Source: an optimization exercise on an open RTL-to-GDS flow (aim: small area). Production flows keep margins and buffers that such runs may drop.
The RTL was checked by simulation tests, not by an equivalence proof against the original design.

==> flow/design.v (outline; a module is shown in full before it is edited, if it fits) <==
// module fir_filter: 3253 lines
// module fir_fa: 4 lines
// module fir_ha: 4 lines
module fir_filter (
    input fir_clk,
    input rst_active_low,
    input signed [29:0] data_in,
    output signed [61:0] data_out
);
  // ...
==> flow/flow/run.sh <==
#!/bin/bash
set -e
export CTS_ARGS="-sink_clustering_enable -repair_clock_nets -dont_use_dummy_load -sink_clustering_size 30 -sink_clustering_max_diameter 65 -buf_list sky130_fd_sc_hd__clkbuf_16"
export BUFFER_PORTS_ARGS="-buffer_cell sky130_fd_sc_hd__buf_1"
bash standard.sh > standard_flow.log 2>&1
==> flow/standard.sh <==
#!/bin/bash
# synth_recipe.tcl (not shown) runs the flow's synth.tcl, then flattens the netlist and writes it again
# the make line also repeats each setting of config.mk as NAME=value (left out here)
make -C /OpenROAD-flow-scripts/flow DESIGN_CONFIG=/design/flow/config.mk WORK_HOME=/design/flow/orfs CLKGATE_MAP_FILE= SYNTH_SCRIPT=/design/flow/synth_recipe.tcl "${@:-finish}"
==> flow/config.mk <==
export PLATFORM = sky130hd
export DESIGN_NAME = fir_filter
export DESIGN_NICKNAME = fir_filter
export VERILOG_FILES = /design/flow/design.v
export SDC_FILE = /design/flow/constraint.sdc
export NUM_CORES = 8
export LEC_CHECK = 0
export CAP_MARGIN = 35
export CORE_MARGIN = 2
export CORE_UTILIZATION = 65
export CTS_BUF_LIST = sky130_fd_sc_hd__clkbuf_16
export CTS_CLUSTER_DIAMETER = 60
export CTS_CLUSTER_SIZE = 30
export SLEW_MARGIN = 35
export SYNTH_HIERARCHICAL = 1
==> flow/constraint.sdc <==
create_clock -name core_clock -period 10.0 [get_ports {fir_clk}]
set_input_delay 2.0000 -clock core_clock [delete_from_list [all_inputs] [get_ports {fir_clk}]]
set_output_delay 2.0000 -clock core_clock [all_outputs]
set_load 0.01 [all_outputs]
==> summary.txt, run 1 <==
Worst-margin pin slew: 629 ps
Crit path max fanout: 3
Detail Route met3 WL: 11,400 um
Crit path to: n3819_d1
Largest cells by area after synthesis: fa_1 54%, dfxtp_1 42%, inv_1 1.8%
Core area: 0.112 mm2
Fill count: 7,583
Antenna violations before repair: 1
PostCTS Resize Cnt: 0
Drt first pass iters: 5
FF-to-FF End: n3819_d1
Fin cells: 5,650
Critical path capture point type: flop
ANT nets after route: 0
Dpl hpwl: 162,000 um
Hold Path Origin: n4765_d1
Post-synth top area share: 0.543
Root Buffer: clkbuf_16
Largest family of logic cells by synthesized area: adder cells
Later-pin clock latency in the skew report: 730 ps
Layout sequential cell count: 1,521
Slowest CP cell: fa_1
CP arrival: 10,090 ps
CTS sink cnt: 1,521
Worst Hold End: n4765_d2
EDFF count, synth: 0
Vias post-DR: 30,400
Post-Synth XOR/XNOR Area: 0.00207
RePlAce Congestion: 0.958
Maximum clock path buffer count: 3
Register area share after synthesis: 0.416
Synth Flop Type: dfxtp_1
Synth cell types: 10
Status: finished clean
Synth Area in Adders: 0.557
Largest net degree at the start of global routing: 31
Yosys top cell by area: fa_1
Design area: 0.0773 mm2
Hold Fails Final Rpt: 0
Multi-In Gates: 2,082
==> run 2, diff against run 1 <==
==> flow/flow/run.sh (replaced) <==
#!/bin/bash
set -e
export CTS_ARGS="-sink_clustering_enable -repair_clock_nets -dont_use_dummy_load -sink_clustering_size 25 -sink_clustering_max_diameter 75 -buf_list sky130_fd_sc_hd__clkbuf_16"
export BUFFER_PORTS_ARGS="-buffer_cell sky130_fd_sc_hd__buf_1"
bash standard.sh > standard_flow.log 2>&1
==> run 2 against run 1 <==
Utilization is 0.31 points lower. Clock-buffer cell count decreased by 14. Sequential cell count unchanged. First-iteration DRC count grew 1.4%. Final cell count shrank 0.27%. Critical endpoint unchanged. Non-clock buffer count did not move.
==> summary.txt, run 2 <==
Largest net degree at the start of global routing: 26 (-16%)
Fin crit period: 9580 ps
Yosys top cell by area: fa_1
Crit path max fanout: 3 (unchanged)
CTS clk-pin slew, worst paths: 90 ps
Final Max Slew Viols: 0
Iter 0 DRT Violations: 2,318
Warnings from Yosys: 7
Vias post-DR: 30,200 (-0.58%)
EDFF count, synth: 0 (unchanged)
Max_cap viols: 0
Status: finished clean
Port Buf Inserts: 92
Row count: 123
Global-route wire length before repair: 263,000 um
Number of global-route vias before repair: 36,700
Synth Flop Type: dfxtp_1
Post-layout util: 0.687
WS Path Type: flop to flop
Rel. slew slack: 0.594
Grt met1 use: 0.509
Setup crit start kind: flop
Post-synthesis simple-gate area fraction: 0
PostCTS Resize Cnt: 0 (unchanged)
Met2 GRT Util: 0.517
CP arrival: 10,120 ps (+30 ps)
FF/Latch Area: 0.0304 mm2
Grt peak-use layer: met2
Setup repair after global routing missed its margin: no
Synth Area in Adders: 0.557 (unchanged)
Critical path capture point type: flop
FMAX: 104 MHz
Worst-margin pin slew: 608 ps (-21.3 ps)
DRC Markers: 0
Mapped Cells: 4,020
Post-synth top area share: 0.543 (unchanged)
Routing usage on met3: 0.0574
Drt first pass iters: 5 (unchanged)
#FFs+latches synth: 1,521
Hold Path Depth: 0
Worst Hold Class: flop to flop
Starting Density: 0.653
Setup_tns: 0 ps
CTS sink cnt: 1,521 (unchanged)
# hold bufs at CTS: 0
Multi-input gate area: 0.0409 mm2
Num CTS Buffers: 80
Worst r2r path cells: 18
Die Y: 340 um
Drt wl/cell: 31.7 um
Total wire length: 178,000 um
Share of cells above drive strength 1: 0.0201
Maximum clock path buffer count: 3 (unchanged)
Core area: 0.112 mm2 (unchanged)
Root Buffer: clkbuf_16
Die area: 0.115 mm2
Setup violations, final: 0
Later-pin clock latency in the skew report: 720 ps (about the same)
Synthesized area: 0.0732 mm2
ANT nets after route: 0 (unchanged)
Synth top cells by count: 1,986 x fa_1, 1,521 x dfxtp_1, 359 x inv_1, 82 x ha_1, 58 x buf_4
Final Skew: 83.1 ps
Syn avg cell area: 18.2 um2
Antenna violations before repair: 2 (+1)
Largest cells by area after synthesis: fa_1 54%, dfxtp_1 42%, inv_1 1.8%
Layout area overhead: 5.19%
Syn nets: 6,120
# nets final: 6,236
WP data required: 10,540 ps
FF-to-FF setup slack: 420 ps
Post-synth ARST share: 0
Hold Fails Final Rpt: 0 (unchanged)
Commonest non-fill, non-tap cell in the layout: fa_1
Total GRT Usage: 0.334
Fill count: 7,616 (+0.44%)
H-Tree Depth: 3
Synth cell types: 10 (unchanged)
Mux contribution to synthesized area: 0
Ports: 94
Most frequent cell after synthesis: fa_1
Via density per instance: 5.35
Compound-gate portion of the synthesized area: 0
Dpl hpwl: 162,000 um (unchanged)
RePlAce Congestion: 0.958 (unchanged)
Post-Synth XOR/XNOR Area: 0.00207 (unchanged)
Largest family of logic cells by synthesized area: adder cells
CTS tree: done
DIE WIDTH: 340 um
Grt ovf: 0
Post-CTS Setup Bufs: 0
Commonest cells after routing, fill and taps aside: 1,986 x fa_1, 1,521 x dfxtp_1, 359 x inv_1, 92 x buf_1, 82 x ha_1
Register area share after synthesis: 0.416 (unchanged)
Final period util: 0.958
## run 2: cell counts after synthesis
Identical to the previous run, type by type.
## run 2: path summary, 6_finish.rpt
| kind | endpoint | start |
|---|---|---|
| min | X13[17] | X12[17] |
| min reg2reg | X13[17] | X12[17] |
| max reg2reg | n3819_d1 | X26[16] |
| max | n3819_d1 | X26[16] |
## run 2: worst max-delay path: stages (launching register included)
cell	delay [ps]
dfxtp_1	430
fa_1	550
fa_1	500
fa_1	460
fa_1	450
fa_1	540
fa_1	730
fa_1	540
fa_1	460
fa_1	460
fa_1	470
fa_1	450
fa_1	490
fa_1	460
fa_1	470
fa_1	460
fa_1	590
fa_1	450
fa_1	450
## run 2: metal layers
metal / vias to the layer above / wire length (um)
li1: 12100 / -
met1: 16900 / 78200
met2: 957 / 84200
met3: 212 / 11100
met4: 0 / 4920
met5: - / 0
## run 2: modules after synthesis (local to each module, per instance)
module / flops+latches / cells / times used / cell area (um2)
fir_fa: 0 / 1 / 1986 / 20.0
fir_filter: 1521 / 1977 / 1 / 32700
fir_ha: 0 / 1 / 57 / 12.5
## run 2: stage by stage
step | hold WS [ps] | cells | instance area, um2 | setup WS [ps]
after floorplan | 310 | 4020 | 73200 | 1400
after global placement | 310 | 5554 | 75000 | 550
after detailed placement | 312 | 5554 | 75000 | 518
after CTS | 286 | 5634 | 77000 | 442
after global routing | 294 | 5634 | 77000 | 215
final | 291 | 5635 | 77000 | 423
## run 2: cell families after synthesis
group,count (synthesis)
buffers and inverters,417
XOR/XNOR,14
adder cells (fa/ha/maj),2068
flip-flops,1521
## run 2: cell type report
type	count	share of cell area
antenna	1	0.0000325
multi-input combinational	2082	0.532
sequential	1521	0.396
clock buffer	80	0.0260
tap	1500	0.0244
timing repair buffer	92	0.00449
inverter	359	0.0175
==> run 3, diff against run 2 <==
==> flow/flow/run.sh (replaced) <==
#!/bin/bash
# The standard layout (standard.sh), with two changes:
#  - clock tree: no dummy load cells (they only balance capacitance), clusters
#    of at most 25 flip-flops within 75 um, each driven by a clkbuf_16;
#  - port buffers: buf_1 instead of the default (each port still gets one).
set -e
export CTS_ARGS="-sink_clustering_enable -repair_clock_nets -dont_use_dummy_load -sink_clustering_size 25 -sink_clustering_max_diameter 75 -buf_list sky130_fd_sc_hd__clkbuf_16"
export BUFFER_PORTS_ARGS="-buffer_cell sky130_fd_sc_hd__buf_1"
bash standard.sh > standard_flow.log 2>&1
==> run 3 against run 2 <==
Fmax did not move. Synthesized cell count stayed put. Setup slack unchanged. Non-clock buffer count did not move. Synthesized area did not move. Hold slack did not move. First-iteration DRC count stayed put. Critical path type unchanged. Highest routed layer unchanged.
==> summary.txt, run 3 <==
Setup crit start kind: flop
Port Buf Inserts: 92 (unchanged)
Maximum clock path buffer count: 3 (unchanged)
Final Skew: 83.1 ps (unchanged)
CTS sink cnt: 1,521 (unchanged)
Final Max Slew Viols: 0 (unchanged)
Post-Synth XOR/XNOR Area: 0.00207 (unchanged)
Worst r2r src: X26[16]
Slowest CP cell: fa_1
Global-route wire length before repair: 263,000 um (unchanged)
Status: finished clean
Drt first pass iters: 5 (unchanged)
Max_cap viols: 0 (unchanged)
Dpl hpwl: 162,000 um (unchanged)
Layout area overhead: 5.19% (unchanged)
Setup_tns: 0 ps (unchanged)
# hold bufs at CTS: 0 (unchanged)
Iter 0 DRT Violations: 2,318 (unchanged)
Core area: 0.112 mm2 (unchanged)
Syn nets: 6,120 (unchanged)
Antenna violations before repair: 2 (unchanged)
Number of global-route vias before repair: 36,700 (unchanged)
Starting Density: 0.653 (unchanged)
Vias post-DR: 30,200 (unchanged)
Largest net degree at the start of global routing: 26 (unchanged)
Post-synth top area share: 0.543 (unchanged)
Fin cells: 5,635 (unchanged)
Later-pin clock latency in the skew report: 720 ps (about the same)
Grt ovf: 0 (unchanged)
Post-CTS Setup Bufs: 0 (unchanged)
Total GRT Usage: 0.334 (unchanged)
Synthesized area: 0.0732 mm2 (unchanged)
Critical path capture point type: flop
Die Y: 340 um (unchanged)
FF-to-FF End: n3819_d1
RePlAce Congestion: 0.958 (unchanged)
Hold Fails Final Rpt: 0 (unchanged)
FF-to-FF setup slack: 420 ps (about the same)
Warnings from Yosys: 7 (unchanged)
Num CTS Buffers: 80 (unchanged)
Via density per instance: 5.35 (unchanged)
# nets final: 6,236 (unchanged)
Largest cells by area after synthesis: fa_1 54%, dfxtp_1 42%, inv_1 1.8%
PostCTS Resize Cnt: 0 (unchanged)
Final WS setup: 423 ps (unchanged)
Crit path max fanout: 3 (unchanged)
Worst r2r path cells: 18 (unchanged)
Most used cell, CP: fa_1
Register area share after synthesis: 0.416 (unchanged)
Total wire length: 178,000 um (unchanged)
Worst Path Buf+Inv: 0 (unchanged)
Dpl ws: 518 ps (unchanged)
CTS clk-pin slew, worst paths: 90 ps (about the same)
DIE WIDTH: 340 um (unchanged)
Setup violations, final: 0 (unchanged)
Drt wl/cell: 31.7 um (unchanged)
Worst Hold Class: flop to flop
Placed cells: 5,554 (unchanged)
Post-synth ARST share: 0 (unchanged)
Design area: 0.0770 mm2 (unchanged)
WS Path Type: flop to flop
Setup repair after global routing missed its margin: no
Levels on crit path: 18 (unchanged)
Crit path to: n3819_d1
Ports: 94 (unchanged)
Most frequent cell after synthesis: fa_1
Mux contribution to synthesized area: 0 (unchanged)
Root Buffer: clkbuf_16
Crit-path cells: fa_1 > fa_1 > fa_1 > fa_1 > fa_1 > fa_1 > fa_1 > fa_1 > fa_1 > fa_1 > fa_1 > fa_1 > fa_1 > fa_1 > fa_1 > fa_1 > fa_1 > fa_1
Die area: 0.115 mm2 (unchanged)
CP arrival: 10,120 ps (about the same)
Row count: 123 (unchanged)
Commonest non-fill, non-tap cell in the layout: fa_1
Post-synthesis simple-gate area fraction: 0 (unchanged)
Synth cell types: 10 (unchanged)
Fin crit period: 9580 ps (unchanged)
WP data required: 10,540 ps (about the same)
H-Tree Depth: 3 (unchanged)
Rel. slew slack: 0.594 (unchanged)
#FFs+latches synth: 1,521 (unchanged)
Cell family with most CP delay: adder cells
Share of cells above drive strength 1: 0.0201 (unchanged)
Worst-margin pin slew: 608 ps (unchanged)
CP startpoint: X26[16]
Compound-gate portion of the synthesized area: 0 (unchanged)
DRC Markers: 0 (unchanged)
EDFF count, synth: 0 (unchanged)
Max stage delay on crit path: 730 ps (about the same)
Fill count: 7,616 (unchanged)
Placed instance area: 0.0750 mm2 (unchanged)
FMAX: 104 MHz (unchanged)
Commonest cells after routing, fill and taps aside: 1,986 x fa_1, 1,521 x dfxtp_1, 359 x inv_1, 92 x buf_1, 82 x ha_1
Synth top cells by count: 1,986 x fa_1, 1,521 x dfxtp_1, 359 x inv_1, 82 x ha_1, 58 x buf_4
Mapped Cells: 4,020 (unchanged)
Synth Flop Type: dfxtp_1
Synth Area in Adders: 0.557 (unchanged)
CTS tree: done
ANT nets after route: 0 (unchanged)
Syn avg cell area: 18.2 um2 (unchanged)
Largest family of logic cells by synthesized area: adder cells
Final period util: 0.958 (unchanged)
Yosys top cell by area: fa_1
run 3: cell counts in the layout (fill, tap and decap cells not counted):
Identical to the previous run, type by type.
run 3: kinds of logic after synthesis:
group / after synthesis
buffers and inverters: 417
XOR/XNOR: 14
adder cells (fa/ha/maj): 2068
flip-flops: 1521
run 3: per-layer routing:
metal / GRT usage / wire length (um) / vias to the layer above
met5: 0 / 0 / -
met4: 0.0822 / 4920 / 0
met3: 0.0574 / 11100 / 212
met2: 0.517 / 84200 / 957
met1: 0.509 / 78200 / 16900
li1: - / - / 12100
run 3: area by class of cell:
class                      instances  area, um2  share of cell area
clock buffer                      80       2000              0.0260
sequential                      1521      30400               0.396
tap                             1500       1880              0.0244
timing repair buffer              92        345             0.00449
inverter                         359       1350              0.0175
multi-input combinational       2082      40900               0.532
antenna                            1       2.50           0.0000325
run 3: worst min-delay path by stage:
| stage | start | end | slack [ps] | cells past startpoint |
|---|---|---|---|---|
| after floorplan | X12[16] | X13[16] | 310 | 0 |
| after global placement | X14[29] | X15[29] | 310 | 0 |
| after detailed placement | X16[16] | X17[16] | 310 | 0 |
| after CTS | X12[17] | X13[17] | 290 | 0 |
| after global routing | n4765_d1 | n4765_d2 | 290 | 0 |
| final | X12[17] | X13[17] | 290 | 0 |
run 3: per-module statistics from Yosys, one instance, submodules excluded:
module / times used / area [um2] / flops+latches
fir_filter: 1 / 32700 / 1521
fir_fa: 1986 / 20.0 / 0
fir_ha: 57 / 12.5 / 0
run 3: stage by stage:
| step | hold WS (ps) | util |
|---|---|---|
| 2_1_floorplan | 310 | - |
| 3_3_place_gp | 310 | 0.669 |
| 3_5_place_dp | 312 | 0.669 |
| 4_1_cts | 286 | 0.687 |
| 5_1_grt | 294 | 0.687 |
| 6_report | 291 | 0.687 |
run 3: worst reg2reg max path, cell delays in order (launching register included):
cell and delay (ps):
dfxtp_1 430, fa_1 550, fa_1 500, fa_1 460, fa_1 450, fa_1 540, fa_1 730, fa_1 540
fa_1 460, fa_1 460, fa_1 470, fa_1 450, fa_1 490, fa_1 460, fa_1 470, fa_1 460
fa_1 590, fa_1 450, fa_1 450
==> run 4, diff against run 3 <==
==> flow/flow/run.sh (replaced) <==
#!/bin/bash
# The standard layout (standard.sh), with two changes:
#  - clock tree: no dummy load cells (they only balance capacitance), clusters
#    of at most 25 flip-flops within 75 um, each driven by a clkbuf_16;
#  - port buffers: buf_1 instead of the default (each port still gets one).
set -e
export CTS_ARGS="-sink_clustering_enable -repair_clock_nets -dont_use_dummy_load -sink_clustering_size 28 -sink_clustering_max_diameter 70 -buf_list sky130_fd_sc_hd__clkbuf_16"
export BUFFER_PORTS_ARGS="-buffer_cell sky130_fd_sc_hd__buf_1"
bash standard.sh > standard_flow.log 2>&1
--- a/flow/config.mk
+++ b/flow/config.mk
@@ -7,7 +7,7 @@
 export LEC_CHECK = 0
 export CAP_MARGIN = 35
 export CORE_MARGIN = 2
-export CORE_UTILIZATION = 65
+export CORE_UTILIZATION = 70
 export CTS_BUF_LIST = sky130_fd_sc_hd__clkbuf_16
 export CTS_CLUSTER_DIAMETER = 60
 export CTS_CLUSTER_SIZE = 30
==> run 4 against run 3 <==
Still clean on timing, DRC and antenna. Sequential share of layout area rose by 0.079 points. Via count rose by 3.5%. Clock-buffer cell count did not move. Design area fell by 0.20%.
==> summary.txt, run 4 <==
Ports: 94 (unchanged)
Num CTS Buffers: 80 (unchanged)
Final period util: 0.962 (+0.00469)
H-Tree Depth: 3 (unchanged)
Warnings from Yosys: 7 (unchanged)
Global-route wire length before repair: 266,000 um (+1.3%)
Synthesized area: 0.0732 mm2 (unchanged)
Most frequent cell after synthesis: fa_1
Synth cell types: 10 (unchanged)
Crit-path cells: fa_1 > fa_1 > fa_1 > fa_1 > fa_1 > fa_1 > fa_1 > fa_1 > fa_1 > fa_1 > fa_1 > fa_1 > fa_1 > fa_1 > fa_1 > fa_1 > fa_1 > fa_1
Cell family with most CP delay: adder cells
Critical path capture point type: flop
M1 WL: 74,600 um (-4.5%)
Final WS setup: 376 ps (-46.9 ps)
Max stage delay on crit path: 730 ps (about the same)
FF/Latch Area: 0.0304 mm2 (unchanged)
Synth top cells by count: 1,986 x fa_1, 1,521 x dfxtp_1, 359 x inv_1, 82 x ha_1, 58 x buf_4
CTS clk-pin slew, worst paths: 100 ps (about the same)
Synth Area in Adders: 0.557 (unchanged)
Setup repair after global routing missed its margin: no
Root Buffer: clkbuf_16
Hold Fails Final Rpt: 0 (unchanged)
Fin crit period: 9620 ps (+46.9 ps)
Commonest cells after routing, fill and taps aside: 1,986 x fa_1, 1,521 x dfxtp_1, 359 x inv_1, 92 x buf_1, 82 x ha_1
RePlAce Congestion: 0.969 (+1.2%)
Worst Path Buf+Inv: 0 (unchanged)
Port Buf Inserts: 92 (unchanged)
Total GRT Usage: 0.368 (+0.0337)
Total wire length: 182,000 um (+2.2%)
Post-CTS Setup Bufs: 0 (unchanged)
Drt first pass iters: 5 (unchanged)
PostCTS Resize Cnt: 0 (unchanged)
Iter 0 DRT Violations: 2,775 (+20%)
Final Skew: 107 ps (+23.9 ps)
EDFF count, synth: 0 (unchanged)
CTS sink cnt: 1,521 (unchanged)
Syn nets: 6,120 (unchanged)
FMAX: 104 MHz (-0.49%)
Maximum clock path buffer count: 3 (unchanged)
Crit path max fanout: 3 (unchanged)
Setup crit start kind: flop
Dpl hpwl: 159,000 um (-2.0%)
Die Y: 327 um (-3.6%)
# nets final: 6,236 (unchanged)
Post-synth top area share: 0.543 (unchanged)
Status: finished clean
Die area: 0.107 mm2 (-7.1%)
Top sig layer: met5
Core area: 0.104 mm2 (-7.5%)
Later-pin clock latency in the skew report: 740 ps (+20 ps)
Largest net degree at the start of global routing: 29 (+12%)
Row count: 118 (-4.1%)
Largest family of logic cells by synthesized area: adder cells
Post-synth ARST share: 0 (unchanged)
WP data required: 10,540 ps (about the same)
Fill count: 6,039 (-21%)
Synth Flop Type: dfxtp_1
Detail Route met3 WL: 15,400 um (+38%)
Setup_tns: 0 ps (unchanged)
Max_cap viols: 0 (unchanged)
Rel. slew slack: 0.565 (-0.0295)
ANT nets after route: 0 (unchanged)
Number of diodes: 0 (-1)
CP arrival: 10,160 ps (+40 ps)
Setup violations, final: 0 (unchanged)
WL met2: 86,300 um (+2.5%)
Most used cell, CP: fa_1
#FFs+latches synth: 1,521 (unchanged)
Via density per instance: 5.66 (+5.8%)
Vias post-DR: 31,200 (+3.5%)
Syn avg cell area: 18.2 um2 (unchanged)
Share of cells above drive strength 1: 0.0201 (unchanged)
Final Max Slew Viols: 0 (unchanged)
Antenna violations before repair: 3 (+1)
Register area share after synthesis: 0.416 (unchanged)
Multi-input gate area: 0.0409 mm2 (unchanged)
Post-synthesis simple-gate area fraction: 0 (unchanged)
Worst Hold Class: flop to flop
Largest cells by area after synthesis: fa_1 54%, dfxtp_1 42%, inv_1 1.8%
CTS tree: done
DRC Markers: 0 (unchanged)
Mapped Cells: 4,020 (unchanged)
Dpl ws: 523 ps (+5.12 ps)
Mux contribution to synthesized area: 0 (unchanged)
DIE WIDTH: 327 um (-3.6%)
Layout area overhead: 4.98%
# hold bufs at CTS: 0 (unchanged)
Grt ovf: 0 (unchanged)
Compound-gate portion of the synthesized area: 0 (unchanged)
Post-Synth XOR/XNOR Area: 0.00207 (unchanged)
Yosys top cell by area: fa_1
Slowest CP cell: fa_1
Drt wl/cell: 33.1 um (+4.5%)
Commonest non-fill, non-tap cell in the layout: fa_1
Number of global-route vias before repair: 37,100 (+1.2%)
WS Path Type: flop to flop
Starting Density: 0.706 (+0.0529)
Worst-margin pin slew: 652 ps (+44.2 ps)
## run 4: cell type report
| class | count | share of cell area |
|---|---|---|
| sequential | 1521 | 0.396 |
| timing repair buffer | 92 | 0.00450 |
| clock buffer | 80 | 0.0261 |
| tap | 1380 | 0.0225 |
| multi-input combinational | 2082 | 0.533 |
| inverter | 359 | 0.0175 |
## run 4: through the flow
step,hold WS [ps],area (um2),cells,util
2_1_floorplan,310,73200,4020,-
3_3_place_gp,310,74800,5434,0.722
3_5_place_dp,312,74800,5434,0.722
4_1_cts,306,76800,5514,0.741
5_1_grt,316,76800,5514,0.741
6_report,312,76800,5514,0.741
## run 4: worst register-to-register path, stage by stage, from the launching register on
cell and delay (ps):
dfxtp_1 360, fa_1 470, fa_1 590, fa_1 530, fa_1 460, fa_1 540
fa_1 730, fa_1 560, fa_1 450, fa_1 480, fa_1 460, fa_1 460
fa_1 490, fa_1 440, fa_1 470, fa_1 450, fa_1 590, fa_1 450
fa_1 460
## run 4: routing by layer
metal | up-vias | GRT usage
li1 | 12000 | -
met1 | 17600 | 0.541
met2 | 1320 | 0.566
met3 | 280 | 0.0891
met4 | 6 | 0.104
met5 | - | 0
## run 4: worst paths after layout
kind | startpoint | to | slack, ps | depth (start not counted)
worst max-delay path | X26[16] | n3819_d1 | 380 | 18
worst min-delay path | n4895_d1 | n4895_d2 | 310 | 0
worst max register to register | X26[16] | n3819_d1 | 380 | 18
worst min register to register | n4895_d1 | n4895_d2 | 310 | 0
## run 4: Yosys stat by module, one instance, submodules excluded
module      flops+latches  copies in the design  cells
fir_ha                  0                    57      1
fir_fa                  0                  1986      1
fir_filter           1521                     1   1977
## run 4: logic make-up after synthesis
kind of cell             count (synthesis)
XOR/XNOR                                14
adder cells (fa/ha/maj)               2068
buffers and inverters                  417
flip-flops                            1521

[port drivers added, routing unchanged]
In the flow no input, the clock included, has a driving cell. The finished layouts below were timed again as built, in two steps.
Step 1 sets driving cells, clkbuf_16 on the clock port and buf_2 on the other inputs (assumed; they add their load-dependent delay and slew).
Step 2 also shifts input and output timing later by t, the mid clock arrival at the registers, as if the neighbouring blocks saw the same clock.
a / b / c = ideal ports / drivers / drivers and shift; a / b = the first two.
| run | t, ns | slack for setup (ns) | slew at the worst register clock pin (ns) | pins driven straight from the clock port |
|---|---|---|---|---|
| run 1 | 0.764 | 0.475 / 0.475 / 0.475 | 0.11 / 0.11 | 1 |
| run 2 | 0.758 | 0.423 / 0.423 / 0.423 | 0.10 / 0.10 | 1 |
| run 3 | 0.758 | 0.423 / 0.423 / 0.423 | 0.10 / 0.10 | 1 |
| run 4 | 0.752 | 0.376 / 0.376 / 0.376 | 0.11 / 0.11 | 1 |
After both steps every run listed still meets setup and hold.
